This is an optimization exercise on Yosys and OpenROAD, whose aim is a short achievable clock period and few clock cycles, not a production implementation.
At most, simulation tests tie the RTL to the original design; equivalence was not proved.
For runs 7 and 8, only the layout was checked, not whether the RTL still works.
The clock port is modelled as an ideal driver; clocking choices that lean on that would not hold on a real chip.
Power figures rest on the tool's default switching activity, not on a simulated workload.

## design/flow/design.v

```verilog
`timescale 1ns / 1ps
module CacheController(
    rst,
    clk,
    wr,
    rd,
    data_rd,
    data_wr,
    addr_req,
    addr_resp,
    rdy,
    busy,
    wr_mem,
    rd_mem,
    busy_mem,
    data_rd_mem,
    data_wr_mem,
    addr_mem,
    cache_miss_count,
    cache_hit_count
    );
    input  rst;
    input  clk;
    input  wr;
    input  rd;
    output [31:0] data_rd;
    reg    [31:0] data_rd;
    input  [31:0] data_wr;
    input  [31:0] addr_req;
    output [31:0] addr_resp;
    reg    [31:0] addr_resp;
    output rdy;
    reg    rdy;
    output busy;
    reg    busy;
    output  wr_mem;
    output  rd_mem;
    input   busy_mem;
    input  [31:0] data_rd_mem;
    output [31:0] data_wr_mem;
    output [31:0] addr_mem;
    output [31:0] cache_miss_count;
    output [31:0] cache_hit_count;
    reg [15:0]  cache_valid;
    reg [23:0]  cache_tag [15:0];
    wire [23:0] addr_tag   = addr_req[31:8];
    wire [3:0]  addr_index = addr_req[7:4];
    wire req = wr | rd;
    assign rd_mem      = rd;
    assign wr_mem      = wr;
    assign addr_mem    = addr_req;
    assign data_wr_mem = data_wr;
    reg [15:0] line_hit;
    integer i;
    always @(*) begin
        for (i = 0; i < 16; i = i + 1)
            line_hit[i] = (addr_index == i) && cache_valid[i] && (cache_tag[i] == addr_tag);
    end
    wire hit = |line_hit;
    reg [31:0] hit_base, hit_base1, miss_base, miss_base1;
    reg [7:0]  hit_sel, miss_sel;
    wire [31:0] hit_now, miss_now;    
    genvar g;
    generate
        for (g = 0; g < 8; g = g + 1) begin : grp
            assign hit_now[4*g+3:4*g]  = hit_sel[g]  ? hit_base1[4*g+3:4*g]  : hit_base[4*g+3:4*g];
            assign miss_now[4*g+3:4*g] = miss_sel[g] ? miss_base1[4*g+3:4*g] : miss_base[4*g+3:4*g];
        end
    endgenerate
    assign cache_hit_count  = hit_now;
    assign cache_miss_count = miss_now;
    wire [7:0] hit_carry, miss_carry;
    generate
        for (g = 0; g < 8; g = g + 1) begin : cry
            if (g == 0) begin : c0
                assign hit_carry[g]  = 1'b1;
                assign miss_carry[g] = 1'b1;
            end else begin : cn
                assign hit_carry[g]  = &hit_now[4*g-1:0];
                assign miss_carry[g] = &miss_now[4*g-1:0];
            end
        end
    endgenerate
    always @(posedge clk or posedge rst) begin
        if (rst) begin
            cache_valid <= 16'h0000;
            rdy         <= 1'b0;
            busy        <= 1'b1;
            hit_sel     <= 8'h00;
            miss_sel    <= 8'h00;
            hit_base    <= 32'd0;
            hit_base1   <= 32'd1;
            miss_base   <= 32'd0;
            miss_base1  <= 32'd1;
        end else begin
            rdy        <= req;
            busy       <= busy_mem;
            hit_sel    <= (req &&  hit) ? hit_carry  : 8'h00;
            miss_sel   <= (req && !hit) ? miss_carry : 8'h00;
            hit_base   <= hit_now;
            hit_base1  <= hit_now + 32'd1;
            miss_base  <= miss_now;
            miss_base1 <= miss_now + 32'd1;
            if (req)
                cache_valid[addr_index] <= 1'b1;
        end
    end
    always @(posedge clk) begin
        if (req)
            cache_tag[addr_index] <= addr_tag;
    end
    always @(posedge clk or posedge rst) begin
        if (rst) begin
            addr_resp <= 32'h00000000;
            data_rd   <= 32'h00000000;
        end else begin
            addr_resp <= addr_req;
            data_rd   <= data_rd_mem;
        end
    end
endmodule
```

## design/flow/flow/run.sh

```bash
#!/bin/bash
# Standard layout with an extra timing-repair pass after clock tree synthesis
# (flow/post_cts.tcl). Each tool's full output stays in orfs/logs/; the make
# output is also kept in standard.log.
set -euo pipefail
here=$(pwd)
export POST_CTS_TCL="$here/flow/post_cts.tcl"
bash standard.sh > "$here/standard.log" 2>&1
```

## design/flow/flow/post_cts.tcl

```tcl
# Extra setup repair after CTS: more passes and all move types, then legalise.
estimate_parasitics -placement
report_worst_slack -max
log_cmd repair_timing -setup -setup_margin 3.4 -repair_tns 100 -max_passes 400 -verbose
detailed_placement
check_placement -verbose
estimate_parasitics -placement
report_worst_slack -max
```

## design/flow/standard.sh

```bash
#!/bin/bash
# synth_recipe.tcl (not shown) runs the flow's synth.tcl, then flattens the netlist and writes it again
# the make line also repeats each setting of config.mk as NAME=value (left out here)
make -C /OpenROAD-flow-scripts/flow DESIGN_CONFIG=/design/flow/config.mk WORK_HOME=/design/flow/orfs CLKGATE_MAP_FILE= SYNTH_SCRIPT=/design/flow/synth_recipe.tcl "${@:-finish}"
```

## design/flow/config.mk

```make
export PLATFORM = sky130hd
export DESIGN_NAME = CacheController
export DESIGN_NICKNAME = CacheController
export VERILOG_FILES = /design/flow/design.v
export SDC_FILE = /design/flow/constraint.sdc
export NUM_CORES = 4
export LEC_CHECK = 0
export ABC_CLOCK_PERIOD_IN_PS = 2000
export CAP_MARGIN = 20
export CORE_MARGIN = 2
export CORE_UTILIZATION = 45
export CTS_CLUSTER_DIAMETER = 80
export CTS_CLUSTER_SIZE = 40
export PLACE_DENSITY = 0.6
export SETUP_SLACK_MARGIN = 3.2
export SLEW_MARGIN = 20
```

## design/flow/constraint.sdc

```tcl
create_clock -name core_clock -period 5.5 [get_ports {clk}]
set_input_delay 1.1000 -clock core_clock [delete_from_list [all_inputs] [get_ports {clk}]]
set_output_delay 1.1000 -clock core_clock [all_outputs]
set_load 0.01 [all_outputs]
```

==> metrics.md, run 1 <==
| Metric | Value |
|---|---|
| Later-pin clock latency in the skew report | 600 ps |
| Clock-pin slew on the worst setup and hold paths | 90 ps |
| Mean Syn Cell Area | 15.4 sq um |
| Share of cells above drive strength 1 | 44.1% |
| Total Neg Setup Slack | 0 ps |
| Syn Nets | 1748 |
| Vias in the first global route | 15877 |
| Clk_skew | 30.9 ps |
| Fin. Hold Viols | 0 |
| Crit Path Max Fanout | 4 |
| Die W | 241 microns |
| Crit path top cell by count | buf_6 |
| Worst vdd ir | 0.190 mV |
| Library cells used by synthesis | 56 |
| Remaining Overflow, GRT | 0 |
| CP Data Required Time | 4400 ps |
| Area of the core | 55200 sq um |
| Minimum clock period | 2710 ps |
| WHS | 469 ps |
| Mux share of post-synthesis cell area | 2.63% |
| YS warnings | 1 |
| Largest family of logic cells by synthesized area | XOR/XNOR gates |
| Antenna Cells | 0 |
| Critical Path Source Type | register |
| Wirelength, routed | 74.5 mm |
| Post-Synth Adder-Cell Area | 0.348% |
| Power density over cell area | 267 nW/um^2 |
| Total power | 9.47 mW |
| DRC violations left | 0 |
| Crit path cell chain | buf_6 -> mux2_4 -> buf_6 |
| Initial Util | 45.6% |
| Full die area | 57900 sq um |
| Die Ht | 241 microns |
| Max Cap Viol | 0 |
| Async S/R FF share, synth | 37.0% |
| Number of enable flip-flop cells after synthesis | 384 |
| Starting DRC count in detailed routing | 1221 |
| Hold-critical path depth | 1 |
| Synth Register Bits | 610 |
| DP HPWL | 37.3 mm |
| Synth Instances | 1640 |
| CP endpoint kind | output pin |
| Ports | 297 |
| First-pass GRT wire length | 108 mm |
| Tot GR Track Use | 26.0% |
| # clock sinks | 610 |
| HP Class | register to register |
| Via/cell ratio | 5.15 |
| Top FF cell, synth | edfxtp_1 |
| Mapped cell area | 25200 sq um |
| Status | timing/DRC/antenna clean |
| Fmax | 0.369 GHz |
| Slowest CP cell | dfrtp_2 |
| Crit share post-route | 49.3% |
| Antenna violations before repair | 0 |
| Drt pass-1 iters | 5 |
| Synthesis-to-layout area growth | 41.1% |
| Fin nets | 2372 |
| Post-synthesis simple-gate area fraction | 7.06% |
| CTS tree | done |
| Routed Antenna Nets | 0 |
| Routed WL per cell | 24.5 microns |
| Final RePlAce weighted congestion | 0.832 |
| Worst r2r src | hit_sel[3] |
| Rows | 86 |
| Fillcell total | 3912 |
| LEAKAGE | 14.0 nW |
| Critical Path Source | hit_sel[3] |
| CP Class | register to output pin |
| Max-slew violations | 0 |
| Final setup viols | 0 |
| Seq/Total Area, Yosys | 68.3% |
| Hold path start | cache_valid[3] |
| PortBufs | 232 |
| WP data arrival | 1610 ps |
| R2R depth | 17 |
| Post-Synth XOR/XNOR Area | 15.3% |
| Largest net degree at the start of global routing | 86 |
| Slew at the pin closest to its max-slew limit | 760 ps |
| Compound-Gate Fraction of Synth Area | 1.42% |
| RSZ-0062 raised after global routing | yes |
| Normalized max-slew margin | 48.9% |
| Routed via count | 15659 |
| Critical Path Max Stage Delay | 450 ps |
area by class of cell:
cell class / count / area (sq um) / area share, %
clock inverters: 25 / 329 / 0.926
flip-flops and latches: 610 / 17200 / 48.4
repair buffers: 705 / 7530 / 21.2
clock buffers: 40 / 947 / 2.67
multi-input cells: 876 / 8430 / 23.7
well taps: 748 / 936 / 2.63
repair inverters: 1 / 7.51 / 0.0211
inverters: 33 / 150 / 0.422
worst paths after layout:
check	end	slack, ps
min in group asynchronous	miss_base1[25]	1110
setup reg to reg	hit_base1[13]	2890
max in group asynchronous	miss_sel[0]	3480
hold reg to reg	cache_valid[3]	470
hold / removal	cache_valid[3]	470
setup / recovery	cache_hit_count[15]	2790
kinds of logic after synthesis:
group | Yosys count
DFF | 610
AOI/OAI and AO/OA | 43
muxes | 62
adders and majority gates | 7
and+or+nand+nor | 314
xor gates and xnor gates | 441
buffers and inverters | 163
per-stage QoR:
stage                     util, %  setup slack (ps)  area, sq um  cells
after floorplan                 -              1450        25900   1640
after global placement       50.8              1310        28000   2549
after detailed placement     50.8              1240        28100   2551
after global routing         64.4              2740        35500   3038
final                        64.4              2790        35500   3038
critical path, delay by kind of cell, from the launching register on:
kind                   cells  cell delay (ps)
DFF                        1              450
muxes                      1              330
buffers and inverters      2              270
cells in the mapped netlist, drive strengths merged (3+ instances only):
cell | n | area, sq um
nor4 | 42 | 263
a21o | 8 | 60.1
a41o | 4 | 40.0
inv | 33 | 124
mux2 | 33 | 372
dfrtp | 223 | 5580
o21bai | 6 | 45.0
nand2 | 48 | 180
edfxtp | 384 | 11500
nand3 | 32 | 165
mux2i | 29 | 290
a21oi | 6 | 30.0
buf | 123 | 1090
a32oi | 4 | 35.0
nand3b | 10 | 87.6
xnor2 | 342 | 3000
nor3 | 31 | 175
a22oi | 3 | 27.5
nand4 | 82 | 519
xor2 | 99 | 867
nor2 | 35 | 131
dfstp | 3 | 78.8
nor3b | 4 | 45.1
a32o | 3 | 30.0
ha | 7 | 87.6
and3 | 10 | 68.8
a211oi | 3 | 37.5
clkbuf | 7 | 27.5
and2 | 8 | 52.6
nand2b | 3 | 18.8
nor2b | 3 | 18.8
power breakdown:
group          internal (mW)  total, mW  switching, mW
logic                  0.627       1.21          0.582
clock network           1.43       3.13           1.69
registers               5.05       5.14         0.0892
state kept, by name, summed over array words and instances, names as in the netlist, 8 cells and up:
| signal | count |
|---|---|
| cache_tag | 384 |
| addr_resp | 32 |
| data_rd | 32 |
| hit_base1 | 32 |
| hit_base | 32 |
| miss_base1 | 32 |
| miss_base | 32 |
| cache_valid | 16 |
| hit_sel | 8 |
| miss_sel | 8 |
routing by layer:
layer	GRT usage [%]	up-vias	wire [microns]	share of wire, %
met5	0	-	0	0
met4	6.04	0	1820	2.4
met3	2.95	96	3450	4.6
met2	44.9	419	37800	51
met1	35.3	8149	31500	42
li1	-	6995	-	-
cell usage in the layout, fill, tap and decap left out, types with 5 or more instances in the layout:
master           synthesis  routed
dfrtp_1                223     207
nand3_1                 31      26
mux2_4                   0      33
buf_2                    4      40
buf_6                   38     204
xor2_1                  99      96
nor2_4                   0      26
buf_4                   76     315
nand2_2                  0       7
nor2_1                  35      13
o21bai_1                 6       6
nand2_1                 48      33
clkbuf_2                 1      14
nor4_4                   0      14
xnor2_1                342     330
nor4_1                  42      13
inv_2                    0      28
dfrtp_2                  0      16
nand2_4                  0       7
clkdlybuf4s50_1          0      34
and2_4                   0       5
nand3b_1                 9       9
edfxtp_1               384     384
nor3_1                  27      12
a21o_1                   8       8
clkbuf_16                0      38
clkinvlp_4               0       6
nor3_4                   0      11
xnor2_2                  0      12
buf_12                   2      36
a21oi_1                  6       6
nor3_2                   4       8
buf_8                    2      20
nand4_1                 81      81
bufbuf_16                0      17
and3_4                   0       8
ha_4                     0       5
nor4_2                   0      15
mux2i_4                  0      25
buf_16                   0      24
Testbench counts, summed over its fixed seeds: cycles 16,008.
==> run 2, diff against run 1 <==
==> design/flow/flow/run.sh (replaced) <==
#!/bin/bash
# The standard layout, with each feed-through input placed next to the output
# it drives (addr_req[i]/addr_mem[i], data_wr[i]/data_wr_mem[i], rd/rd_mem,
# wr/wr_mem). Each tool's full output stays in orfs/logs/; the make output is
# also kept in standard.log.
set -euo pipefail
here=$(pwd)
args=""
for i in $(seq 0 31); do
  args+=" -group_pins {addr_req[$i] addr_mem[$i]}"
  args+=" -group_pins {data_wr[$i] data_wr_mem[$i]}"
done
args+=" -group_pins {rd rd_mem} -group_pins {wr wr_mem}"
export PLACE_PINS_ARGS="$args"
bash standard.sh > "$here/standard.log" 2>&1
removed: design/flow/flow/post_cts.tcl
==> run 2 against run 1 <==
Cell area fell by 4.1%. Largest cell class unchanged. Register-to-register slack barely moved. Highest routed layer unchanged. Critical path type unchanged. Via count fell by 3.9%. Routed wire length fell by 7.8%. Clock skew barely moved. Clock power rose by 1%. Still clean on timing, DRC and antenna. Critical endpoint is now cache_miss_count[22].
==> metrics.md, run 2 <==
| Metric | Value |
|---|---|
| Status | timing/DRC/antenna clean |
| Ports | 297 |
| Fin. Hold Viols | 0 |
| Synth Register Bits | 610 |
| Antenna Cells | 0 |
| Cell Area, Placed | 28100 sq um |
| Commonest non-fill, non-tap cell in the layout | edfxtp_1 |
| Final RePlAce weighted congestion | 0.851 |
| Crit share post-route | 50.8% |
| Syn Nets | 1748 |
| Final setup viols | 0 |
| Routed WL per cell | 23.3 microns |
| Top cell type's share of synthesized area | 45.8% |
| Cells after DPL | 2557 |
| CP Data Required Time | 4400 ps |
| Design Area, Final | 34100 sq um |
| Normalized max-slew margin | 31.9% |
| H-Tree Level Count | 2 |
| HP Class | register to register |
| Multi-input gate area | 8020 sq um |
| Pre-CTS WS | 1170 ps |
| Mean Syn Cell Area | 15.4 sq um |
| # clock sinks | 610 |
| Remaining Overflow, GRT | 0 |
| Share of cells above drive strength 1 | 40.4% |
| Fillcell total | 4039 |
| Non-Filler Instances | 2949 |
| Post-Synth Adder-Cell Area | 0.348% |
| Reg with most FFs | cache_tag |
| Commonest non-fill, non-tap cells in the layout | 384 x edfxtp_1, 337 x xnor2_1, 250 x buf_4 |
| Vias in the first global route | 15176 |
| Largest net degree at the start of global routing | 175 |
| Fin nets | 2283 |
| Largest family of logic cells by synthesized area | XOR/XNOR gates |
| Die Ht | 241 microns |
| Slew at the pin closest to its max-slew limit | 1020 ps |
| Async S/R FF share, synth | 37.0% |
| Later-pin clock latency in the skew report | 600 ps |
| Area contributors post-synth | edfxtp_1 46%, dfrtp_1 22%, xnor2_1 12% |
| RSZ-0062 raised after global routing | yes |
| Synth Instances | 1640 |
| DRC violations left | 0 |
| Via/cell ratio | 5.10 |
| CTS tree | done |
| Final worst slack | 2710 ps |
| DP HPWL | 37.5 mm |
| Total Neg Setup Slack | 0 ps |
| Total CTS buffers | 36 |
| Crit Path Max Fanout | 4 |
| Mux share of post-synthesis cell area | 2.63% |
| Routed Antenna Nets | 0 |
| CP endpoint kind | output pin |
| Final core occ | 61.7% |
| Top FF cell, synth | edfxtp_1 |
| Max Root-Sink Buffers | 3 |
| Synth area leader | edfxtp_1 |
| Top cells by count, synth | 384 x edfxtp_1, 342 x xnor2_1, 223 x dfrtp_1 |
| Minimum clock period | 2790 ps |
| Initial Util | 45.6% |
| Power density over cell area | 275 nW/um^2 |
| LEAKAGE | 13.1 nW |
| Worst vdd ir | 0.181 mV |
| Rows | 86 |
| PortBufs | 232 |
| Number of enable flip-flop cells after synthesis | 384 |
| Flip-flop and latch area | 17200 sq um |
| Clock-pin slew on the worst setup and hold paths | 90 ps |
| Library cells used by synthesis | 56 |
| Fmax | 0.358 GHz |
| CTS Root Cell | clkbuf_16 |
| Max-slew violations | 0 |
| Post-synthesis simple-gate area fraction | 7.06% |
| Starting DRC count in detailed routing | 1253 |
| Synthesis-to-layout area growth | 35.3% |
| Max Cap Viol | 0 |
| Mapped cell area | 25200 sq um |
| Wirelength, routed | 68.7 mm |
| First-pass GRT wire length | 97.5 mm |
| Seq/Total Area, Yosys | 68.3% |
| YS warnings | 1 |
| Largest register FFs | 384 |
| Clk_skew | 31.0 ps |
| Full die area | 57900 sq um |
| Tot GR Track Use | 23.0% |
| CP Class | register to output pin |
| WP data arrival | 1690 ps |
| Post-Synth XOR/XNOR Area | 15.3% |
| Most numerous cell in the Yosys netlist | edfxtp_1 |
| Critical Path Source Type | register |
| Die W | 241 microns |
| Area of the core | 55200 sq um |
| Hold-fix buffers at CTS | 0 |
| Antenna violations before repair | 0 |
| Drt pass-1 iters | 5 |
| Compound-Gate Fraction of Synth Area | 1.42% |
| Routed via count | 15043 |
## run 2: power by group
group	leakage, nW	switching (mW)	total [mW]	internal, mW
combinational	6.13	0.539	1.08	0.536
sequential	6.36	0.0798	5.13	5.05
clock	0.623	1.73	3.17	1.44
total	13.1	2.35	9.38	7.03
## run 2: final timing paths
check	startpoint	end	slack, ps	cells after the start
worst max-delay path	miss_sel[5]	cache_miss_count[22]	2710	3
worst min-delay path	cache_valid[1]	cache_valid[1]	470	1
worst max register to register	hit_sel[3]	hit_base1[13]	2900	18
worst min register to register	cache_valid[1]	cache_valid[1]	470	1
max in group asynchronous	rst	miss_sel[1]	3550	3
min in group asynchronous	rst	hit_base1[13]	1100	3
## run 2: layout make-up
cell class	instances	area share, %
sequential	610	50.5
clock buffer	37	2.72
timing repair buffer	623	19.0
inverter	33	0.441
clock inverter	27	1.08
multi-input combinational	871	23.6
tap	748	2.75
## run 2: timing repair
| item | 4_1_cts | 5_1_grt |
|---|---|---|
| setup buffers | 239 | 76 |
| gates cloned | 11 | 2 |
| pin swaps | 22 | 45 |
| setup endpoints to repair | 590 | 217 |
| gates resized for setup | 1091 | 196 |
## run 2: worst max-delay path, stage by stage, from the launching register on
cell and delay [ps]:
dfrtp_2 440, mux2i_1 370, inv_1 160, buf_6 150
## run 2: cell families after synthesis
kind of cell	after synthesis
flip-flops	610
XOR/XNOR	441
AND/OR/NAND/NOR	314
buffers and inverters	163
multiplexers	62
AO/OA/AOI/OAI	43
adder cells (fa/ha/maj)	7
## run 2: routing by layer
metal	vias up	wire, microns	track usage [%]
li1	6792	-	-
met1	7775	28800	31.0
met2	375	34800	39.0
met3	101	3320	3.05
met4	0	1710	6.51
met5	-	0	0
## run 2: metrics by stage
stage                     hold slack, ps  power [mW]
after global routing                 487        9.70
after global placement               424        6.03
after CTS                            476        9.40
after detailed placement             436        6.04
final                                470        9.38
after floorplan                      407        5.75
==> run 3, diff against run 2 <==
--- a/design/flow/flow/run.sh
+++ b/design/flow/flow/run.sh
@@ -11,5 +11,6 @@
   args+=" -group_pins {data_wr[$i] data_wr_mem[$i]}"
 done
 args+=" -group_pins {rd rd_mem} -group_pins {wr wr_mem}"
+args+=" -exclude top:* -exclude right:*"
 export PLACE_PINS_ARGS="$args"
 bash standard.sh > "$here/standard.log" 2>&1
==> run 3 against run 2 <==
Area after synthesis stayed put. Critical endpoint is now cache_miss_count[6]. Via count is 4.6% higher. Still clean. Die area stayed put. First-iteration DRC count is 2.7% higher. Critical path type unchanged. Highest routed layer unchanged. Sequential share of layout area is 1.0 points lower. Register-to-register slack worse by 170 ps.
==> metrics.md, run 3 <==
| Metric | Value |
|---|---|
| Worst path depth | 3 |
| Drt pass-1 iters | 5 |
| Metal-1 WL | 33.2 mm |
| Total Neg Setup Slack | 0 ps |
| Synthesis-to-layout area growth | 38.1% |
| Met3 wire len | 4.53 mm |
| Via/cell ratio | 5.29 |
| DP HPWL | 42.5 mm |
| CP Class | register to output pin |
| Slowest CP cell | dfrtp_2 |
| WHS | 470 ps |
| PortBufs | 232 |
| Worst Hold Endpoint | cache_valid[9] |
| Number of enable flip-flop cells after synthesis | 384 |
| Status | timing/DRC/antenna clean |
| HP Class | register to register |
| Power density over cell area | 269 nW/um^2 |
| Full die area | 57900 sq um |
| Antenna violations before repair | 5 |
| Fmax | 0.356 GHz |
| Synth Instances | 1640 |
| Most numerous cell in the Yosys netlist | edfxtp_1 |
| Multi-input gate area | 8140 sq um |
| Tot GR Track Use | 27.1% |
| Worst r2r src | miss_sel[0] |
| Starting DRC count in detailed routing | 1287 |
| Routed Antenna Nets | 0 |
| CP top delay family | flip-flops |
| CTS tree | done |
| Async S/R FF share, synth | 37.0% |
| Die W | 241 microns |
| Largest register FFs | 384 |
| Reg with most FFs | cache_tag |
| Pre-CTS WS | 1070 ps |
| Clk_skew | 38.7 ps |
| Mapped cell area | 25200 sq um |
| Non-Filler Instances | 2976 |
| Final worst slack | 2690 ps |
| YS warnings | 1 |
| CTS Root Cell | clkbuf_16 |
| Max Root-Sink Buffers | 3 |
| Crit path top cell by count | buf_6 |
| Commonest non-fill, non-tap cells in the layout | 384 x edfxtp_1, 337 x xnor2_1, 253 x buf_4 |
| Syn Nets | 1748 |
| Fin nets | 2310 |
| Commonest non-fill, non-tap cell in the layout | edfxtp_1 |
| LEAKAGE | 13.6 nW |
| DRC violations left | 0 |
| Routed WL per cell | 26.5 microns |
| Share of cells above drive strength 1 | 41.8% |
| Critical register-to-register path endpoint | miss_base1[3] |
| Vias in the first global route | 15757 |
| Total power | 9.36 mW |
| Largest net degree at the start of global routing | 108 |
| Normalized max-slew margin | 43.2% |
| Max-slew violations | 0 |
| Area of the core | 55200 sq um |
| CP Data Required Time | 4400 ps |
| H-Tree Level Count | 1 |
| R2R depth | 19 |
| Flip-flop and latch area | 17200 sq um |
| Die Ht | 241 microns |
| Library cells used by synthesis | 56 |
| Critical Path Source | miss_sel[1] |
| Synth Register Bits | 610 |
| Mean Syn Cell Area | 15.4 sq um |
| Seq/Total Area, Yosys | 68.3% |
| Max Cap Viol | 0 |
| WP buf/inv | 2 |
| Initial Util | 45.6% |
| Routed via count | 15740 |
| CP endpoint kind | output pin |
| Top cell type's share of synthesized area | 45.8% |
| Fillcell total | 4001 |
| R2r setup slk | 2730 ps |
| RSZ-0062 raised after global routing | yes |
| Critical Path Source Type | register |
| Top Metal Used | met4 |
| Critical Path Max Stage Delay | 490 ps |
| Hold path start | cache_valid[9] |
| Total CTS buffers | 31 |
| Fin. Hold Viols | 0 |
| Slew at the pin closest to its max-slew limit | 851 ps |
| First-pass GRT wire length | 112 mm |
| Final setup viols | 0 |
| Crit path cell chain | buf_6 -> mux2_4 -> buf_6 |
| Wirelength, routed | 78.9 mm |
| Ports | 297 |
| Crit share post-route | 51.0% |
| Hold-critical path depth | 1 |
| Cells after DPL | 2556 |
| Minimum clock period | 2810 ps |
| Area contributors post-synth | edfxtp_1 46%, dfrtp_1 22%, xnor2_1 12% |
| Top cells by count, synth | 384 x edfxtp_1, 342 x xnor2_1, 223 x dfrtp_1 |
| Met2 routed WL | 39.6 mm |
| Remaining Overflow, GRT | 0 |
| WP data arrival | 1710 ps |
| Clock-pin slew on the worst setup and hold paths | 110 ps |
| Final RePlAce weighted congestion | 0.863 |
| Rows | 86 |
| Top FF cell, synth | edfxtp_1 |
| # clock sinks | 610 |
| Worst vdd ir | 0.261 mV |
| Synth area leader | edfxtp_1 |
| Later-pin clock latency in the skew report | 640 ps |
| Crit Path Max Fanout | 4 |
## run 3: cell counts after synthesis
No cell type changed its count.
## run 3: what timing repair did
action / CTS / global route
pin swaps: 39 / 44
hold buffers: 0 / 0
setup buffers: 277 / 62
gates resized for setup: 1264 / 170
setup endpoints to repair: 596 / 224
cloned: 22 / 0
## run 3: area by class of cell
type,instances,share of cell area [%]
Inverter,33,0.439
Clock buffer,32,2.24
Multi-Input combinational cell,870,23.4
Sequential cell,610,49.5
Clock inverter,25,1.01
Timing Repair Buffer,656,20.7
Antenna cell,2,0.0144
Tap cell,748,2.69
## run 3: worst max-delay path by stage
stage	to	slack, ps
5_1_grt	cache_miss_count[6]	2670
2_1_floorplan	addr_resp[0]	1450
4_1_cts	cache_miss_count[5]	2680
3_5_place_dp	hit_sel[1]	1070
3_3_place_gp	hit_sel[6]	1220
6_report	cache_miss_count[6]	2690
## run 3: through the flow
step           area (sq um)  utilization, %
2_1_floorplan         25900               -
3_3_place_gp          28000            50.8
3_5_place_dp          28100            50.9
4_1_cts               33600            60.8
5_1_grt               34800            63.0
6_report              34800            63.0
## run 3: cell families after synthesis
kind of cell               Yosys count  synth area share (%)
DFF                                610                  68.3
xor gates and xnor gates           441                  15.3
and+or+nand+nor                    314                  7.06
buffers and inverters              163                  4.94
muxes                               62                  2.63
AOI/OAI and AO/OA                   43                  1.42
adders and majority gates            7                 0.348
## run 3: worst reg2reg max path, cell delays in order (launching register included)
cell and delay [ps]:
dfrtp_2 480, mux2i_2 290, inv_2 70, buf_4 140
buf_6 100, buf_4 120, buf_4 120, buf_6 110
buf_6 100, buf_6 100, buf_4 120, buf_4 120
buf_4 120, buf_6 100, buf_4 120, buf_4 130
buf_6 110, buf_6 110, nor2_4 60, nor2_1 50
## run 3: per-layer routing
layer | vias to the layer above | global-route usage (%)
met5 | - | 0
met4 | 0 | 5.46
met3 | 94 | 3.72
met2 | 491 | 46.0
met1 | 8281 | 37.6
li1 | 6874 | -
## run 3: power by group
part | leakage [nW] | internal (mW) | switching, mW | total (mW)
sequential | 6.35 | 5.05 | 0.0995 | 5.15
combinational | 6.67 | 0.690 | 0.630 | 1.32
clock | 0.545 | 1.17 | 1.72 | 2.89
total | 13.6 | 6.91 | 2.45 | 9.36
==> run 4, diff against run 3 <==
--- a/design/flow/flow/run.sh
+++ b/design/flow/flow/run.sh
@@ -11,6 +11,5 @@
   args+=" -group_pins {data_wr[$i] data_wr_mem[$i]}"
 done
 args+=" -group_pins {rd rd_mem} -group_pins {wr wr_mem}"
-args+=" -exclude top:* -exclude right:*"
 export PLACE_PINS_ARGS="$args"
 bash standard.sh > "$here/standard.log" 2>&1
==> design/flow/config.mk (replaced) <==
export PLATFORM = sky130hd
export DESIGN_NAME = CacheController
export DESIGN_NICKNAME = CacheController
export VERILOG_FILES = /design/flow/design.v
export SDC_FILE = /design/flow/constraint.sdc
export NUM_CORES = 4
export LEC_CHECK = 0
export CAP_MARGIN = 20
export CORE_MARGIN = 2
export CORE_UTILIZATION = 45
export PLACE_DENSITY = 0.6
export SETUP_SLACK_MARGIN = 3.2
export SLEW_MARGIN = 20
==> run 4 against run 3 <==
Largest power group unchanged. Clock-buffer cell count grew 70. Area after synthesis unchanged. Maximum frequency increased by 2.0%. Critical path depth rose by 1. Worst hold slack got worse by 6.5 ps. Still clean on timing, DRC and antenna. Largest cell class unchanged. Sequential power barely moved. Register-to-register slack improved by 150 ps.
==> metrics.md, run 4 <==
| Metric | Value |
|---|---|
| Total Neg Setup Slack | 0 ps |
| R2R depth | 18 |
| Most numerous cell in the Yosys netlist | edfxtp_1 |
| Status | timing/DRC/antenna clean |
| Flip-flop and latch area | 17200 sq um |
| Max Cap Viol | 0 |
| Top cell type's share of synthesized area | 45.8% |
| Worst r2r src | hit_sel[3] |
| DP HPWL | 37.5 mm |
| CP endpoint kind | output pin |
| Tot GR Track Use | 23.0% |
| Async S/R FF share, synth | 37.0% |
| DRC violations left | 0 |
| Crit share post-route | 50.0% |
| Synth Instances | 1640 |
| Normalized max-slew margin | 28.4% |
| Top cells by count, synth | 384 x edfxtp_1, 342 x xnor2_1, 223 x dfrtp_1 |
| Largest register FFs | 384 |
| Via/cell ratio | 5.08 |
| Synth Register Bits | 610 |
| First-pass GRT wire length | 97.7 mm |
| Rows | 86 |
| Hold path start | cache_valid[1] |
| Max-slew violations | 0 |
| RSZ-0062 raised after global routing | yes |
| Share of cells above drive strength 1 | 40.0% |
| Multi-input gate area | 7960 sq um |
| Critical Path Source Type | register |
| Library cells used by synthesis | 56 |
| Starting DRC count in detailed routing | 1257 |
| Max Root-Sink Buffers | 3 |
| Seq/Total Area, Yosys | 68.3% |
| Fmax | 0.363 GHz |
| Number of enable flip-flop cells after synthesis | 384 |
| Initial Util | 45.6% |
| Slew at the pin closest to its max-slew limit | 1070 ps |
| CP Data Required Time | 4400 ps |
| Routed Antenna Nets | 0 |
| Remaining Overflow, GRT | 0 |
| Ports | 297 |
| Total CTS buffers | 68 |
| Drt pass-1 iters | 7 |
| Total power | 10.6 mW |
| Full die area | 57900 sq um |
| WP data arrival | 1650 ps |
| Vias in the first global route | 15475 |
| Minimum clock period | 2750 ps |
| CP Class | register to output pin |
| Largest net degree at the start of global routing | 175 |
| CTS tree | done |
| Power density over cell area | 305 nW/um^2 |
| Routed WL per cell | 22.9 microns |
| Commonest non-fill, non-tap cell in the layout | edfxtp_1 |
| Commonest non-fill, non-tap cells in the layout | 384 x edfxtp_1, 337 x xnor2_1, 265 x buf_4 |
| CTS Root Cell | clkbuf_16 |
| Later-pin clock latency in the skew report | 610 ps |
| LEAKAGE | 13.5 nW |
| Die W | 241 microns |
| Final RePlAce weighted congestion | 0.851 |
| Critical register-to-register path endpoint | hit_base1[13] |
| Final setup viols | 0 |
| Slowest CP cell | dfrtp_2 |
| Hold-critical path depth | 1 |
| Critical Path Max Stage Delay | 460 ps |
| Area contributors post-synth | edfxtp_1 46%, dfrtp_1 22%, xnor2_1 12% |
| Fin nets | 2307 |
| Clock-pin slew on the worst setup and hold paths | 60 ps |
| Area of the core | 55200 sq um |
| # clock sinks | 610 |
| PortBufs | 232 |
| Routed via count | 15256 |
| Antenna Cells | 0 |
| Fillcell total | 4022 |
| Reg with most FFs | cache_tag |
| Wirelength, routed | 68.7 mm |
| Clk_skew | 28.1 ps |
| Synthesis-to-layout area growth | 38.1% |
| Mean Syn Cell Area | 15.4 sq um |
| Worst vdd ir | 0.194 mV |
| R2r setup slk | 2880 ps |
| Mapped cell area | 25200 sq um |
| YS warnings | 1 |
| Crit path top cell by count | buf_6 |
| Die Ht | 241 microns |
| HP Class | register to register |
| Hold-fix buffers at CTS | 0 |
| Fin. Hold Viols | 0 |
| Worst Hold Endpoint | cache_valid[1] |
| Top FF cell, synth | edfxtp_1 |
| H-Tree Level Count | 3 |
| Synth area leader | edfxtp_1 |
| Syn Nets | 1748 |
| Crit Path Max Fanout | 4 |
| Antenna violations before repair | 0 |
| Crit path cell chain | buf_6 -> mux2i_4 -> inv_2 -> buf_6 |
run 4: worst max path at each step:
stage | from | slack, ps | endpoint
floorplan | rst | 1450 | addr_resp[0]
global placement | addr_req[7] | 1200 | hit_sel[2]
detailed placement | addr_req[7] | 1170 | hit_sel[2]
CTS | addr_req[7] | 2720 | addr_mem[7]
global route | hit_sel[3] | 2700 | cache_hit_count[13]
finish | hit_sel[3] | 2750 | cache_hit_count[13]
run 4: repair_timing:
action | in CTS | in global routing
buffers inserted | 205 | 96
gates cloned | 11 | 8
endpoints found under the setup margin | 590 | 239
pin swaps | 22 | 48
resized for setup | 1110 | 134
run 4: cells by family (layout without fill, tap and decap cells):
| family | after synthesis | in the layout | synth area share [%] |
|---|---|---|---|
| and+or+nand+nor | 314 | 318 | 7.06 |
| DFF | 610 | 610 | 68.3 |
| adders and majority gates | 7 | 7 | 0.348 |
| xor gates and xnor gates | 441 | 441 | 15.3 |
| buffers and inverters | 163 | 773 | 4.94 |
| AOI/OAI and AO/OA | 43 | 43 | 1.42 |
| muxes | 62 | 62 | 2.63 |
run 4: area by class of cell:
type / count / share of cell area (%)
timing repair buffer: 615 / 18.4
inverter: 33 / 0.432
clock buffer: 102 / 5.59
multi-input combinational: 871 / 22.9
clock inverter: 23 / 0.522
tap: 748 / 2.69
sequential: 610 / 49.5
run 4: power by group:
| part | internal (mW) | leakage (nW) | switching, mW |
|---|---|---|---|
| logic | 0.555 | 6.12 | 0.548 |
| clock network | 2.55 | 1.03 | 1.81 |
| registers | 5.06 | 6.36 | 0.0801 |
| total | 8.16 | 13.5 | 2.44 |
run 4: routing by layer:
layer	GRT usage (%)	up-vias	share of wire, %
met5	0	-	0
met4	6.57	0	2.2
met3	3.50	109	5.1
met2	38.9	381	51
met1	30.9	7869	42
li1	-	6897	-
run 4: metrics by stage:
step / instances / hold slack [ps] / area (sq um) / setup slack [ps] / util [%]
after floorplan: 1640 / 407 / 25900 / 1450 / -
after global routing: 3002 / 480 / 34800 / 2700 / 63.0
after detailed placement: 2557 / 436 / 28100 / 1170 / 50.9
final: 3002 / 464 / 34800 / 2750 / 63.0
after global placement: 2554 / 424 / 28000 / 1200 / 50.8
after CTS: 2898 / 468 / 33300 / 2720 / 60.3
run 4: worst max-delay path: cells and delay by family, from the launching register on:
kind                   cells  cell delay (ps)
buffers and inverters      3              360
DFF                        1              460
muxes                      1              230
==> run 5, diff against run 4 <==
--- a/design/flow/config.mk
+++ b/design/flow/config.mk
@@ -7,7 +7,7 @@
 export LEC_CHECK = 0
 export CAP_MARGIN = 20
 export CORE_MARGIN = 2
-export CORE_UTILIZATION = 45
-export PLACE_DENSITY = 0.6
+export CORE_UTILIZATION = 55
+export PLACE_DENSITY = 0.7
 export SETUP_SLACK_MARGIN = 3.2
 export SLEW_MARGIN = 20
==> run 5 against run 4 <==
Still clean. Via count rose by 5.4%. Core utilization rose by 15 points. Area after synthesis stayed put. Sequential cell count stayed put. Maximum frequency down 3.5%. Critical path type is now register to register.
==> metrics.md, run 5 <==
| Metric | Value |
|---|---|
| Total Neg Setup Slack | 0 ps |
| Top cell type's share of synthesized area | 45.8% |
| Fin. Hold Viols | 0 |
| Via/cell ratio | 5.59 |
| Routed WL per cell | 25.5 microns |
| Ports | 297 |
| Drt pass-1 iters | 5 |
| Remaining Overflow, GRT | 0 |
| Synthesis-to-layout area growth | 39.5% |
| Flip-flop and latch area | 17200 sq um |
| Routed via count | 16078 |
| LEAKAGE | 13.9 nW |
| Tot GR Track Use | 29.1% |
| Logic gate share of total power | 11.8% |
| P_int | 8.06 mW |
| PortBufs | 232 |
| Starting DRC count in detailed routing | 1397 |
| Largest register FFs | 384 |
| Die W | 218 microns |
| Mean Syn Cell Area | 15.4 sq um |
| Fin nets | 2331 |
| WP data arrival | 3370 ps |
| Final RePlAce weighted congestion | 0.856 |
| Area contributors post-synth | edfxtp_1 46%, dfrtp_1 22%, xnor2_1 12% |
| Commonest non-fill, non-tap cells in the layout | 384 x edfxtp_1, 337 x xnor2_1, 276 x buf_4 |
| CP Class | register to register |
| First-pass GRT wire length | 102 mm |
| Final setup viols | 0 |
| Later-pin clock latency in the skew report | 640 ps |
| Slew at the pin closest to its max-slew limit | 776 ps |
| Full die area | 47500 sq um |
| Critical Path Source Type | register |
| Reg with most FFs | cache_tag |
| Critical Path Source | hit_sel[4] |
| Mapped cell area | 25200 sq um |
| Seq/Total Area, Yosys | 68.3% |
| CTS tree | done |
| Vias in the first global route | 16272 |
| CP endpoint kind | register |
| Power density over cell area | 300 nW/um^2 |
| Pre-CTS WS | 1270 ps |
| Number of enable flip-flop cells after synthesis | 384 |
| RSZ-0062 raised after global routing | yes |
| Total CTS buffers | 61 |
| Library cells used by synthesis | 56 |
| Crit share post-route | 51.9% |
| Cell Area, Placed | 27800 sq um |
| Initial Util | 55.6% |
| Die Ht | 218 microns |
| Rows | 78 |
| Most numerous cell in the Yosys netlist | edfxtp_1 |
| Wirelength, routed | 73.3 mm |
| Hold path start | cache_valid[10] |
| Worst r2r src | hit_sel[4] |
| Area of the core | 45300 sq um |
| Async S/R FF share, synth | 37.0% |
| Share of cells above drive strength 1 | 41.7% |
| CP Data Required Time | 6020 ps |
| Syn Nets | 1748 |
| Commonest non-fill, non-tap cell in the layout | edfxtp_1 |
| Largest net degree at the start of global routing | 148 |
| Synth Register Bits | 610 |
| H-Tree Level Count | 2 |
| Minimum clock period | 2850 ps |
| NetSw | 2.46 mW |
| HP Class | register to register |
| Design Area, Final | 35100 sq um |
| Seq pwr share | 48.9% |
| WHS | 459 ps |
| Switching Share | 23.4% |
| Status | timing/DRC/antenna clean |
| Max Cap Viol | 0 |
| Fmax | 0.351 GHz |
| Multi-input gate area | 8150 sq um |
| Clock-pin slew on the worst setup and hold paths | 60 ps |
| Antenna Cells | 0 |
| DP HPWL | 36.0 mm |
| Final worst slack | 2650 ps |
| YS warnings | 1 |
| Crit Path Max Fanout | 3 |
| Routed Antenna Nets | 0 |
| Clk_skew | 17.7 ps |
| Normalized max-slew margin | 48.1% |
| Fillcell total | 2503 |
| Synth Instances | 1640 |
| Worst vdd ir | 0.315 mV |
| DRC violations left | 0 |
| Clk network pwr share | 39.3% |
| # clock sinks | 610 |
| Synth area leader | edfxtp_1 |
| Top FF cell, synth | edfxtp_1 |
| Max Root-Sink Buffers | 3 |
| Max-slew violations | 0 |
| Antenna violations before repair | 1 |
| CTS Root Cell | clkbuf_16 |
| Top cells by count, synth | 384 x edfxtp_1, 342 x xnor2_1, 223 x dfrtp_1 |
-- run 5: layout make-up --
type,instances,area share [%]
clock buffer,79,4.98
inverter,33,0.428
timing repair buffer,648,19.6
sequential,610,49.0
clock inverter,35,0.670
multi-input combinational,869,23.2
tap,600,2.14
-- run 5: through the flow --
stage,total power [mW],std cells,util (%)
floorplan,5.75,1640,-
global placement,6.01,2389,61.3
detailed placement,6.04,2391,61.3
CTS,10.4,2803,74.9
global route,10.8,2874,77.5
finish,10.5,2874,77.5
-- run 5: timing repair --
action	in CTS	in global routing
hold buffers	0	0
gates cloned	11	1
resized for setup	1202	130
pin swaps	43	49
endpoints found under the setup margin	592	253
endpoints found under the hold margin	0	0
buffers inserted	287	69
-- run 5: layer usage --
metal  global-route usage, %  wire [microns]  vias up  part of all wire (%)
li1                        -               -     6929                     -
met1                    38.8           28700     8316                    39
met2                    48.3           37000      667                    50
met3                    4.52            4680      164                   6.4
met4                    11.6            2850        2                   3.9
met5                       0              13        -                 0.018
-- run 5: power groups by stage --
stage                     clock, mW  combinational (mW)  sequential [mW]
after CTS                      4.14                1.12             5.14
after detailed placement          0               0.812             5.22
after floorplan                   0               0.533             5.22
after global placement            0               0.791             5.22
final                          4.14                1.24             5.15
after global routing           4.35                1.31             5.16
-- run 5: worst paths after layout --
| kind | endpoint | slack, ps | depth (start not counted) |
|---|---|---|---|
| min in group asynchronous | data_rd[1] | 970 | 2 |
| worst min register to register | cache_valid[10] | 460 | 1 |
| worst max-delay path | hit_base1[30] | 2650 | 16 |
| worst min-delay path | cache_valid[10] | 460 | 1 |
| max in group asynchronous | miss_base1[0] | 3610 | 3 |
| worst max register to register | hit_base1[30] | 2650 | 16 |
-- run 5: kinds of logic after synthesis --
family / synth area share, %
adders and majority gates: 0.348
DFF: 68.3
xor gates and xnor gates: 15.3
AOI/OAI and AO/OA: 1.42
muxes: 2.63
and+or+nand+nor: 7.06
buffers and inverters: 4.94
-- run 5: worst max-delay path: stages (launching register included) --
cell     delay, ps
dfrtp_2        450
buf_6          140
mux2i_4        180
inv_2           90
buf_6          100
buf_6           80
buf_6           80
buf_6           80
buf_6           80
buf_6           80
buf_6           90
nand4_1        110
or3_4          430
buf_12         140
nor3_4         200
nand2_1        140
xnor2_1        260
==> run 6, diff against run 5 <==
--- a/design/flow/flow/run.sh
+++ b/design/flow/flow/run.sh
@@ -12,4 +12,5 @@
 done
 args+=" -group_pins {rd rd_mem} -group_pins {wr wr_mem}"
 export PLACE_PINS_ARGS="$args"
+export POST_CTS_TCL="$here/flow/post_cts.tcl"
 bash standard.sh > "$here/standard.log" 2>&1
==> design/flow/flow/post_cts.tcl (new file) <==
# Extra setup repair after CTS, raising the target in small steps, then
# legalise the placement again.
estimate_parasitics -placement
report_worst_slack -max
foreach m {2.80 2.85 2.90 2.95 3.00 3.05 3.10 3.15 3.20 3.30} {
  log_cmd repair_timing -setup -setup_margin $m -repair_tns 100 -verbose
  report_worst_slack -max
}
detailed_placement
check_placement -verbose
estimate_parasitics -placement
report_worst_slack -max
--- a/design/flow/config.mk
+++ b/design/flow/config.mk
@@ -5,9 +5,12 @@
 export SDC_FILE = /design/flow/constraint.sdc
 export NUM_CORES = 4
 export LEC_CHECK = 0
+export ABC_CLOCK_PERIOD_IN_PS = 2000
 export CAP_MARGIN = 20
 export CORE_MARGIN = 2
-export CORE_UTILIZATION = 55
-export PLACE_DENSITY = 0.7
+export CORE_UTILIZATION = 45
+export CTS_CLUSTER_DIAMETER = 80
+export CTS_CLUSTER_SIZE = 40
+export PLACE_DENSITY = 0.6
 export SETUP_SLACK_MARGIN = 3.2
 export SLEW_MARGIN = 20
==> run 6 against run 5 <==
Setup slack improved by 110 ps. Still clean. Synthesized cell count did not move. Final cell count rose by 5.2%. Critical path depth fell by 11. Clock-buffer cell count fell by 42. Critical endpoint is now cache_hit_count[20]. Cell area fell by 0.41%. Global-route usage fell by 4.3 points. Power fell by 10%. Largest power group unchanged.
==> metrics.md, run 6 <==
| Metric | Value |
|---|---|
| Synth Register Bits | 610 |
| CP endpoint kind | output pin |
| Mapped cell area | 25200 sq um |
| Max Cap Viol | 0 |
| Power density over cell area | 270 nW/um^2 |
| Cell Area, Placed | 28100 sq um |
| Clk_skew | 23.9 ps |
| Share of cells above drive strength 1 | 43.0% |
| CP Class | register to output pin |
| Area contributors post-synth | edfxtp_1 46%, dfrtp_1 22%, xnor2_1 12% |
| PortBufs | 232 |
| Antenna Cells | 0 |
| Commonest non-fill, non-tap cell in the layout | edfxtp_1 |
| Full die area | 57900 sq um |
| Wirelength, routed | 73.0 mm |
| Ports | 297 |
| Multi-input gate area | 8220 sq um |
| Seq/Total Area, Yosys | 68.3% |
| Vias in the first global route | 16164 |
| Syn Nets | 1748 |
| YS warnings | 1 |
| Async S/R FF share, synth | 37.0% |
| Final RePlAce weighted congestion | 0.851 |
| Largest register FFs | 384 |
| RSZ-0062 raised after global routing | yes |
| Cells after DPL | 2557 |
| Max-slew violations | 0 |
| Minimum clock period | 2750 ps |
| # clock sinks | 610 |
| Synthesis-to-layout area growth | 38.9% |
| Routed Antenna Nets | 0 |
| Commonest non-fill, non-tap cells in the layout | 384 x edfxtp_1, 332 x xnor2_1, 295 x buf_4 |
| Clock-pin slew on the worst setup and hold paths | 100 ps |
| Non-Filler Instances | 3024 |
| Most numerous cell in the Yosys netlist | edfxtp_1 |
| Mean Syn Cell Area | 15.4 sq um |
| Via/cell ratio | 5.15 |
| DP HPWL | 37.5 mm |
| Routed WL per cell | 24.1 microns |
| Routed via count | 15563 |
| WHS | 469 ps |
| Later-pin clock latency in the skew report | 600 ps |
| Normalized max-slew margin | 29.6% |
| CTS tree | done |
| Area of the core | 55200 sq um |
| Total Neg Setup Slack | 0 ps |
| Library cells used by synthesis | 56 |
| Slew at the pin closest to its max-slew limit | 1060 ps |
| Top cells by count, synth | 384 x edfxtp_1, 342 x xnor2_1, 223 x dfrtp_1 |
| Design Area, Final | 35000 sq um |
| Crit Path Max Fanout | 4 |
| Top cell type's share of synthesized area | 45.8% |
| Tot GR Track Use | 24.8% |
| WP data arrival | 1650 ps |
| First-pass GRT wire length | 105 mm |
| Die Ht | 241 microns |
| Crit share post-route | 49.9% |
| Critical Path Source Type | register |
| Top FF cell, synth | edfxtp_1 |
| Drt pass-1 iters | 5 |
| Number of enable flip-flop cells after synthesis | 384 |
| HP Class | register to register |
| Remaining Overflow, GRT | 0 |
| Fmax | 0.364 GHz |
| Synth area leader | edfxtp_1 |
| Synth Instances | 1640 |
| Final setup viols | 0 |
| Largest net degree at the start of global routing | 175 |
| Fin. Hold Viols | 0 |
| LEAKAGE | 13.7 nW |
| DRC violations left | 0 |
| Die W | 241 microns |
| Rows | 86 |
| Antenna violations before repair | 1 |
| Reg with most FFs | cache_tag |
| Fillcell total | 3938 |
| Fin nets | 2358 |
| Starting DRC count in detailed routing | 1309 |
| Worst vdd ir | 0.182 mV |
| Initial Util | 45.6% |
| CP Data Required Time | 4400 ps |
| Flip-flop and latch area | 17200 sq um |
| Status | timing/DRC/antenna clean |
-- run 6: changes by cell type in the layout (fill, tap and decap cells not counted), moves of 10 or more --
cell / delta
buf_6: +62
clkbuf_16: -27
buf_4: +19
clkinv_1: -19
buf_12: -16
buf_2: -12
clkinv_2: -10
-- run 6: layer usage --
| layer | wire length [microns] | vias to the layer above | GRT usage [%] | share of wire [%] |
|---|---|---|---|---|
| met5 | 13 | - | 0 | 0.018 |
| met2 | 37000 | 468 | 42.7 | 51 |
| met4 | 2110 | 2 | 7.60 | 2.9 |
| met3 | 4180 | 130 | 3.76 | 5.7 |
| met1 | 29700 | 8008 | 32.4 | 41 |
| li1 | - | 6955 | - | - |
-- run 6: layout make-up --
| class | count | share of cell area [%] |
|---|---|---|
| Timing Repair Buffer | 695 | 20.5 |
| Inverter | 33 | 0.429 |
| Multi-Input combinational cell | 874 | 23.5 |
| Clock inverter | 27 | 1.05 |
| Sequential cell | 610 | 49.2 |
| Clock buffer | 37 | 2.65 |
| Tap cell | 748 | 2.68 |
-- run 6: through the flow --
stage | total power, mW | worst slack (ps) | util, %
6_report | 9.44 | 2750 | 63.4
5_1_grt | 9.75 | 2700 | 63.4
3_5_place_dp | 6.04 | 1170 | 50.9
3_3_place_gp | 6.03 | 1200 | 50.8
2_1_floorplan | 5.75 | 1450 | -
-- run 6: power by group --
part | switching, mW | internal [mW]
registers | 0.0815 | 5.05
logic | 0.559 | 0.566
clock network | 1.75 | 1.44
total | 2.39 | 7.06
-- run 6: cell families (layout without fill, tap and decap cells) --
logic type,Yosys count,in the layout,synth area share [%]
AO/OA/AOI/OAI,43,43,1.42
XOR/XNOR,441,441,15.3
AND/OR/NAND/NOR,314,321,7.06
adder cells (fa/ha/maj),7,7,0.348
multiplexers,62,62,2.63
flip-flops,610,610,68.3
buffers and inverters,163,792,4.94
-- run 6: worst paths after layout --
path                                start                  end  slack (ps)  cells after the start
hold / removal             cache_valid[1]       cache_valid[1]         470                      1
setup / recovery               hit_sel[5]  cache_hit_count[20]        2750                      5
max in group asynchronous             rst          miss_sel[0]        3510                      3
min in group asynchronous             rst        hit_base1[13]        1060                      3
setup reg to reg               hit_sel[3]        hit_base1[13]        2810                     19
hold reg to reg            cache_valid[1]       cache_valid[1]         470                      1
-- run 6: worst max-delay path, stage by stage (launching register included) --
cell and delay (ps):
dfrtp_2 460, buf_6 130, buf_6 110, mux2i_4 180, inv_2 70, buf_6 120
==> run 7, diff against run 6 <==
--- a/design/flow/design.v
+++ b/design/flow/design.v
@@ -60,6 +60,8 @@
     reg [31:0] hit_base, hit_base1, miss_base, miss_base1;
     reg [7:0]  hit_sel, miss_sel;
     wire [31:0] hit_now, miss_now;    
+    wire [31:0] hit_next  = hit_sel[0]  ? hit_base1  : hit_base;
+    wire [31:0] miss_next = miss_sel[0] ? miss_base1 : miss_base;
     genvar g;
     generate
         for (g = 0; g < 8; g = g + 1) begin : grp
@@ -76,8 +78,8 @@
                 assign hit_carry[g]  = 1'b1;
                 assign miss_carry[g] = 1'b1;
             end else begin : cn
-                assign hit_carry[g]  = &hit_now[4*g-1:0];
-                assign miss_carry[g] = &miss_now[4*g-1:0];
+                assign hit_carry[g]  = &hit_next[4*g-1:0];
+                assign miss_carry[g] = &miss_next[4*g-1:0];
             end
         end
     endgenerate
@@ -97,10 +99,10 @@
             busy       <= busy_mem;
             hit_sel    <= (req &&  hit) ? hit_carry  : 8'h00;
             miss_sel   <= (req && !hit) ? miss_carry : 8'h00;
-            hit_base   <= hit_now;
-            hit_base1  <= hit_now + 32'd1;
-            miss_base  <= miss_now;
-            miss_base1 <= miss_now + 32'd1;
+            hit_base   <= hit_next;
+            hit_base1  <= hit_next + 32'd1;
+            miss_base  <= miss_next;
+            miss_base1 <= miss_next + 32'd1;
             if (req)
                 cache_valid[addr_index] <= 1'b1;
         end
==> design/flow/run.sh (new file) <==
#!/bin/bash
# synth_recipe.tcl (not shown) runs the flow's synth.tcl, then flattens the netlist and writes it again
# the make line also repeats each setting of config.mk as NAME=value (left out here)
make -C /OpenROAD-flow-scripts/flow DESIGN_CONFIG=/design/flow/config.mk WORK_HOME=/design/flow/orfs CLKGATE_MAP_FILE= SYNTH_SCRIPT=/design/flow/synth_recipe.tcl finish
removed: design/flow/flow/run.sh
removed: design/flow/flow/post_cts.tcl
removed: design/flow/standard.sh
==> run 7 against run 6 <==
Still clean. Die area increased by 2.5%. Routed wire length decreased by 5.4%. Core utilization decreased by 3.0 points. Sequential cell count unchanged. Sequential share of layout area increased by 1.1 points. Largest power group unchanged. Highest routed layer is now met4.
==> metrics.md, run 7 <==
| Metric | Value |
|---|---|
| First-pass GRT wire length | 101 mm |
| Async S/R FF share, synth | 37.0% |
| Tot GR Track Use | 23.0% |
| Slowest CP cell | dfrtp_4 |
| Worst r2r src | hit_sel[0] |
| Synth area leader | edfxtp_1 |
| Synth Instances | 1719 |
| Most numerous cell in the Yosys netlist | edfxtp_1 |
| Critical Path Source | hit_sel[0] |
| PortBufs | 232 |
| Die Ht | 244 microns |
| Max Root-Sink Buffers | 3 |
| Top FF cell, synth | edfxtp_1 |
| Seq/Total Area, Yosys | 66.6% |
| WHS | 468 ps |
| Wirelength, routed | 69.1 mm |
| Routed Antenna Nets | 0 |
| Crit path top cell by count | buf_6 |
| WP data arrival | 1670 ps |
| Fin. Hold Viols | 0 |
| Crit Path Max Fanout | 5 |
| Power density over cell area | 275 nW/um^2 |
| Synth Register Bits | 610 |
| LEAKAGE | 13.5 nW |
| Critical Path Max Stage Delay | 520 ps |
| Total Neg Setup Slack | 0 ps |
| Top cell type's share of synthesized area | 44.7% |
| DP HPWL | 38.1 mm |
| Die W | 244 microns |
| Mapped cell area | 25800 sq um |
| HP Class | register to register |
| Starting DRC count in detailed routing | 1217 |
| R2R depth | 17 |
| Full die area | 59300 sq um |
| # clock sinks | 610 |
| Slew at the pin closest to its max-slew limit | 919 ps |
| Drt pass-1 iters | 5 |
| Met3 wire len | 3.32 mm |
| Crit path cell chain | buf_6 -> mux2_4 -> buf_6 |
| Routed WL per cell | 23.6 microns |
| Normalized max-slew margin | 38.4% |
| Critical register-to-register path endpoint | hit_sel[1] |
| Status | timing/DRC/antenna clean |
| Final core occ | 60.4% |
| Mean Syn Cell Area | 15.0 sq um |
| Largest register FFs | 384 |
| DRC violations left | 0 |
| Routed via count | 15250 |
| Library cells used by synthesis | 57 |
| Largest net degree at the start of global routing | 127 |
| Final setup viols | 0 |
| Remaining Overflow, GRT | 0 |
| CP Class | register to output pin |
| YS warnings | 1 |
| Number of enable flip-flop cells after synthesis | 384 |
| Met2 routed WL | 34.8 mm |
| Max Cap Viol | 0 |
| Clk_skew | 23.1 ps |
| Synthesis-to-layout area growth | 32.4% |
| Cells after DPL | 2631 |
| Non-Filler Instances | 2920 |
| RSZ-0062 raised after global routing | yes |
| Minimum clock period | 2770 ps |
| CTS tree | done |
| Final RePlAce weighted congestion | 0.789 |
| CP endpoint kind | output pin |
| Share of cells above drive strength 1 | 37.3% |
| Critical Path Source Type | register |
| Commonest non-fill, non-tap cells in the layout | 384 x edfxtp_1, 228 x xor2_1, 210 x dfrtp_1 |
| Fin nets | 2246 |
| Fmax | 0.361 GHz |
| Area contributors post-synth | edfxtp_1 45%, dfrtp_1 22%, xor2_1 7.8% |
| Top cells by count, synth | 384 x edfxtp_1, 229 x xor2_1, 223 x dfrtp_1 |
| H-Tree Level Count | 2 |
| Worst vdd ir | 0.209 mV |
| Hold-fix buffers at CTS | 0 |
| Max-slew violations | 0 |
| Area of the core | 56600 sq um |
| Reg with most FFs | cache_tag |
| Rows | 87 |
| CTS Root Cell | clkbuf_16 |
| Via/cell ratio | 5.22 |
| Later-pin clock latency in the skew report | 590 ps |
| Critical path capture point | cache_hit_count[1] |
| Ports | 297 |
| Total CTS buffers | 35 |
| Metal-1 WL | 29.9 mm |
| Syn Nets | 1827 |
| R2r setup slk | 2750 ps |
| Antenna violations before repair | 1 |
| Crit share post-route | 50.3% |
| Commonest non-fill, non-tap cell in the layout | edfxtp_1 |
| Vias in the first global route | 15398 |
| Initial Util | 45.6% |
| Clock-pin slew on the worst setup and hold paths | 100 ps |
| Top Metal Used | met4 |
| CP Data Required Time | 4400 ps |
run 7: how the worst min path moves through the flow:
stage	cells after the start	to	start
global placement	1	miss_base1[0]	miss_base[0]
global route	1	cache_valid[7]	cache_valid[7]
detailed placement	1	hit_base1[0]	hit_base[0]
finish	1	cache_valid[13]	cache_valid[13]
CTS	1	cache_valid[13]	cache_valid[13]
floorplan	1	hit_base1[0]	hit_base[0]
run 7: cell type report:
type / instances / area [sq um]
fill: 4372 / 22400
sequential: 610 / 17200
multi-input combinational: 938 / 8730
timing repair buffer: 517 / 5920
tap: 756 / 946
clock buffer: 35 / 876
clock inverter: 27 / 334
inverter: 35 / 164
timing repair inverter: 1 / 5.00
antenna: 1 / 2.50
run 7: worst max-delay path, delay by kind of cell, from the launching register on:
kind / cells / cell delay, ps
buffers and inverters: 2 / 260
multiplexers: 1 / 310
flip-flops: 1 / 520
run 7: cell families after synthesis:
family	after synthesis	synth area share [%]
flops	610	66.6
xor+xnor	443	15.0
simple gates	321	7.04
buf+inv	173	4.46
mux	116	4.91
compound gates	49	1.61
fa+ha+maj	7	0.339
run 7: power breakdown:
part	internal, mW	switching (mW)
clock	1.30	1.73
sequential	5.06	0.0887
combinational	0.609	0.597
total	6.97	2.42
run 7: per-stage QoR:
step	area, sq um	power [mW]	setup WS, ps
2_1_floorplan	26900	5.86	1450
6_report	34200	9.39	2730
5_1_grt	34200	9.72	2680
4_1_cts	33400	9.44	2710
3_5_place_dp	29000	6.16	699
3_3_place_gp	28900	6.13	442
run 7: what timing repair did:
item,4_1_cts,5_1_grt
setup buffers,168,32
gates cloned,22,4
pin swaps,24,38
setup endpoints to repair,619,297
gates resized for setup,1071,147
run 7: per-layer routing:
metal,up-vias,global-route usage (%)
met1,7887,32.5
met4,0,3.98
met2,409,38.9
met5,-,0
met3,72,2.83
li1,6882,-
==> run 8, diff against run 7 <==
--- a/design/flow/design.v
+++ b/design/flow/design.v
@@ -60,8 +60,9 @@
     reg [31:0] hit_base, hit_base1, miss_base, miss_base1;
     reg [7:0]  hit_sel, miss_sel;
     wire [31:0] hit_now, miss_now;    
-    wire [31:0] hit_next  = hit_sel[0]  ? hit_base1  : hit_base;
-    wire [31:0] miss_next = miss_sel[0] ? miss_base1 : miss_base;
+    reg         last_hit;
+    wire [31:0] hit_next  = (rdy &&  last_hit) ? hit_base1  : hit_base;
+    wire [31:0] miss_next = (rdy && !last_hit) ? miss_base1 : miss_base;
     genvar g;
     generate
         for (g = 0; g < 8; g = g + 1) begin : grp
@@ -88,6 +89,7 @@
             cache_valid <= 16'h0000;
             rdy         <= 1'b0;
             busy        <= 1'b1;
+            last_hit    <= 1'b0;
             hit_sel     <= 8'h00;
             miss_sel    <= 8'h00;
             hit_base    <= 32'd0;
@@ -97,6 +99,7 @@
         end else begin
             rdy        <= req;
             busy       <= busy_mem;
+            last_hit   <= hit;
             hit_sel    <= (req &&  hit) ? hit_carry  : 8'h00;
             miss_sel   <= (req && !hit) ? miss_carry : 8'h00;
             hit_base   <= hit_next;
==> run 8 against run 7 <==
Non-clock buffer count grew 21. Core utilization grew 1.6 points. Via count grew 3.7%. Power grew 1.2%. Critical path depth grew 9. Final cell count grew 2.4%. Clock power grew 1%. Sequential share of layout area shrank 1.1 points. Worst hold slack gained 17 ps. Routed wire length grew 4.9%. Still clean on timing, DRC and antenna.
==> metrics.md, run 8 <==
| Metric | Value |
|---|---|
| Die Ht | 243 microns |
| Crit share post-route | 49.9% |
| Top cells by count, synth | 384 x edfxtp_1, 362 x xnor2_1, 224 x dfrtp_1 |
| Met3 Use GR | 3.64% |
| Via/cell ratio | 5.29 |
| Routed Antenna Nets | 0 |
| Share of cells above drive strength 1 | 38.1% |
| Hold-fix buffers at CTS | 0 |
| Final worst slack | 2760 ps |
| Total power | 9.50 mW |
| Hold path start | miss_base[0] |
| Routed via count | 15811 |
| DRC violations left | 0 |
| Max Root-Sink Buffers | 3 |
| Final RePlAce weighted congestion | 0.786 |
| Number of enable flip-flop cells after synthesis | 384 |
| HP Class | register to register |
| Slew at the pin closest to its max-slew limit | 875 ps |
| Top cell type's share of synthesized area | 44.7% |
| Routed WL per cell | 24.2 microns |
| Pre-CTS WS | 1240 ps |
| Synth area leader | edfxtp_1 |
| Rows | 87 |
| RSZ-0062 raised after global routing | yes |
| Mean Syn Cell Area | 14.6 sq um |
| Reg with most FFs | cache_tag |
| # clock sinks | 611 |
| Die W | 243 microns |
| Worst vdd ir | 0.261 mV |
| Power density over cell area | 271 nW/um^2 |
| Logic gate share of total power | 13.2% |
| Syn Nets | 1872 |
| Max Cap Viol | 0 |
| Tot GR Track Use | 24.2% |
| Synth Register Bits | 611 |
| Vias in the first global route | 15767 |
| Library cells used by synthesis | 59 |
| Wirelength, routed | 72.4 mm |
| CP Data Required Time | 6010 ps |
| Fin nets | 2317 |
| CP Class | primary input to register |
| Mapped cell area | 25800 sq um |
| Commonest non-fill, non-tap cells in the layout | 384 x edfxtp_1, 344 x xnor2_1, 210 x dfrtp_1 |
| Worst r2r src | rdy |
| M2 GR Usage | 40.7% |
| CP endpoint kind | register |
| Clk_skew | 31.4 ps |
| Fmax | 0.365 GHz |
| Antenna violations before repair | 0 |
| Full die area | 59300 sq um |
| Initial Util | 45.7% |
| Seq/Total Area, Yosys | 66.7% |
| Normalized max-slew margin | 41.6% |
| Max-slew violations | 0 |
| Synthesis-to-layout area growth | 35.7% |
| Crit Path Max Fanout | 4 |
| Most numerous cell in the Yosys netlist | edfxtp_1 |
| Commonest non-fill, non-tap cell in the layout | edfxtp_1 |
| P_int | 7.05 mW |
| R2R depth | 12 |
| Status | timing/DRC/antenna clean |
| Minimum clock period | 2740 ps |
| Critical register-to-register path endpoint | hit_base1[30] |
| CTS tree | done |
| Critical Path Source Type | primary input |
| First-pass GRT wire length | 106 mm |
| Total Neg Setup Slack | 0 ps |
| Total CTS buffers | 34 |
| Worst Hold Endpoint | miss_base1[0] |
| YS warnings | 1 |
| Largest net degree at the start of global routing | 138 |
| Busiest layer in global routing | met2 |
| PortBufs | 232 |
| Top FF cell, synth | edfxtp_1 |
| Ports | 297 |
| Starting DRC count in detailed routing | 1357 |
| Fin. Hold Viols | 0 |
| Met1 track demand over resource | 33.9% |
| CTS Root Cell | clkbuf_16 |
| Switching Share | 25.7% |
| Area of the core | 56500 sq um |
| Async S/R FF share, synth | 37.2% |
| Largest register FFs | 384 |
| R2r setup slk | 2810 ps |
| Hold-critical path depth | 1 |
| Area contributors post-synth | edfxtp_1 45%, dfrtp_1 22%, xnor2_1 12% |
| WP data arrival | 3250 ps |
| NetSw | 2.44 mW |
| Later-pin clock latency in the skew report | 610 ps |
| H-Tree Level Count | 2 |
| Seq pwr share | 54.4% |
| LEAKAGE | 13.8 nW |
| Clk network pwr share | 32.4% |
| Fillcell total | 4143 |
| Synth Instances | 1764 |
| Antenna Cells | 0 |
| Drt pass-1 iters | 5 |
| Clock-pin slew on the worst setup and hold paths | 100 ps |
| Final setup viols | 0 |
| Remaining Overflow, GRT | 0 |
| DP HPWL | 37.5 mm |
## run 8: cells by family (layout without fill, tap and decap cells)
| group | count (synthesis) | in the layout | share of synthesized area, % |
|---|---|---|---|
| compound gates | 42 | 42 | 1.26 |
| simple gates | 367 | 372 | 7.72 |
| flops | 611 | 611 | 66.7 |
| buf+inv | 172 | 638 | 3.82 |
| xor+xnor | 445 | 445 | 15.1 |
| fa+ha+maj | 7 | 7 | 0.339 |
| mux | 120 | 120 | 5.07 |
## run 8: worst max path at each step
| stage | startpoint | end | slack [ps] | cells past startpoint |
|---|---|---|---|---|
| after floorplan | rst | addr_resp[0] | 1440 | 1 |
| after global placement | addr_req[7] | hit_sel[3] | 1270 | 8 |
| after detailed placement | addr_req[7] | hit_sel[3] | 1240 | 8 |
| after CTS | hit_sel[1] | cache_hit_count[7] | 2760 | 3 |
| after global routing | rdy | hit_base1[30] | 2730 | 12 |
| final | addr_req[27] | hit_sel[1] | 2760 | 12 |
## run 8: timing repair
action	4_1_cts	5_1_grt
gates resized for setup	1191	126
setup buffers	188	42
endpoints found under the setup margin	807	172
gates cloned	28	1
pin swaps	47	39
## run 8: power groups by stage
| stage | combinational, mW | clock, mW | sequential, mW |
|---|---|---|---|
| floorplan | 0.604 | 0 | 5.25 |
| global placement | 0.920 | 0 | 5.25 |
| detailed placement | 0.930 | 0 | 5.26 |
| CTS | 1.24 | 3.13 | 5.17 |
| global route | 1.33 | 3.29 | 5.19 |
| finish | 1.25 | 3.07 | 5.17 |
## run 8: through the flow
stage	instance area (sq um)	instances	util (%)	hold slack, ps
2_1_floorplan	26800	1764	-	428
3_3_place_gp	28900	2665	51.2	443
3_5_place_dp	28900	2666	51.2	456
4_1_cts	34100	2944	60.3	481
5_1_grt	35000	2991	62.0	498
6_report	35000	2991	62.0	486
## run 8: layout make-up
class | count | area [sq um] | area share [%]
clock inverters | 25 | 327 | 0.932
repair buffers | 538 | 6230 | 17.8
clock buffers | 37 | 926 | 2.64
inverters | 37 | 176 | 0.504
flip-flops and latches | 611 | 17200 | 49.2
multi-input cells | 986 | 9190 | 26.2
well taps | 756 | 946 | 2.70
repair inverters | 1 | 5.00 | 0.0143
## run 8: metal layers
layer	wire length, microns	part of all wire, %
met5	0	0
met4	1260	1.7
met3	3930	5.4
met2	36000	50
met1	31300	43
## run 8: critical path, cell delays in order
cell,delay (ps)
buf_16,120
buf_4,170
xnor2_1,160
nand4_1,210
nor4_4,450
a32oi_1,180
and3_1,220
nand4_1,110
buf_6,140
buf_12,110
buf_16,100
nor3b_4,160

==> static timing again, ports no longer ideal <==
In the flow no input, the clock included, has a driving cell. The finished layouts below were timed again as built, in two steps.
Step 1, drivers: a clkbuf_16 drives clk and a buf_2 each remaining input, both assumed.
Step 2 also shifts input and output timing later by t, the mid clock arrival at the registers, as if the neighbouring blocks saw the same clock.
Slacks: ideal / step 1 / step 2; pairs: ideal / step 1.
| run | t, ns | setup slack, ns | hold slack, ns | slew at the worst register clock pin (ns) | cell pins on the clock port's net |
|---|---|---|---|---|---|
| run 1 | 0.641 | 2.787 / 2.725 / 2.162 | 0.469 / 0.469 / 0.469 | 0.11 / 0.11 | 1 |
| run 2 | 0.645 | 2.707 / 2.646 / 2.134 | 0.470 / 0.470 / 0.470 | 0.11 / 0.11 | 1 |
| run 3 | 0.669 | 2.693 / 2.634 / 1.964 | 0.470 / 0.470 / 0.470 | 0.12 / 0.12 | 1 |
| run 4 | 0.659 | 2.749 / 2.685 / 2.080 | 0.464 / 0.464 / 0.464 | 0.06 / 0.06 | 1 |
| run 5 | 0.685 | 2.648 / 2.648 / 2.067 | 0.459 / 0.459 / 0.459 | 0.07 / 0.07 | 1 |
| run 6 | 0.645 | 2.754 / 2.694 / 2.188 | 0.469 / 0.469 / 0.469 | 0.11 / 0.11 | 1 |
| run 7 | 0.641 | 2.732 / 2.670 / 2.094 | 0.468 / 0.468 / 0.468 | 0.12 / 0.12 | 1 |
| run 8 | 0.645 | 2.758 / 2.701 / 2.056 | 0.486 / 0.486 / 0.486 | 0.12 / 0.12 | 1 |
After both steps every run listed still meets setup and hold. For run 3, which loses most, drivers alone change the setup slack by -0.059 ns; drivers and shift together by -0.729 ns.
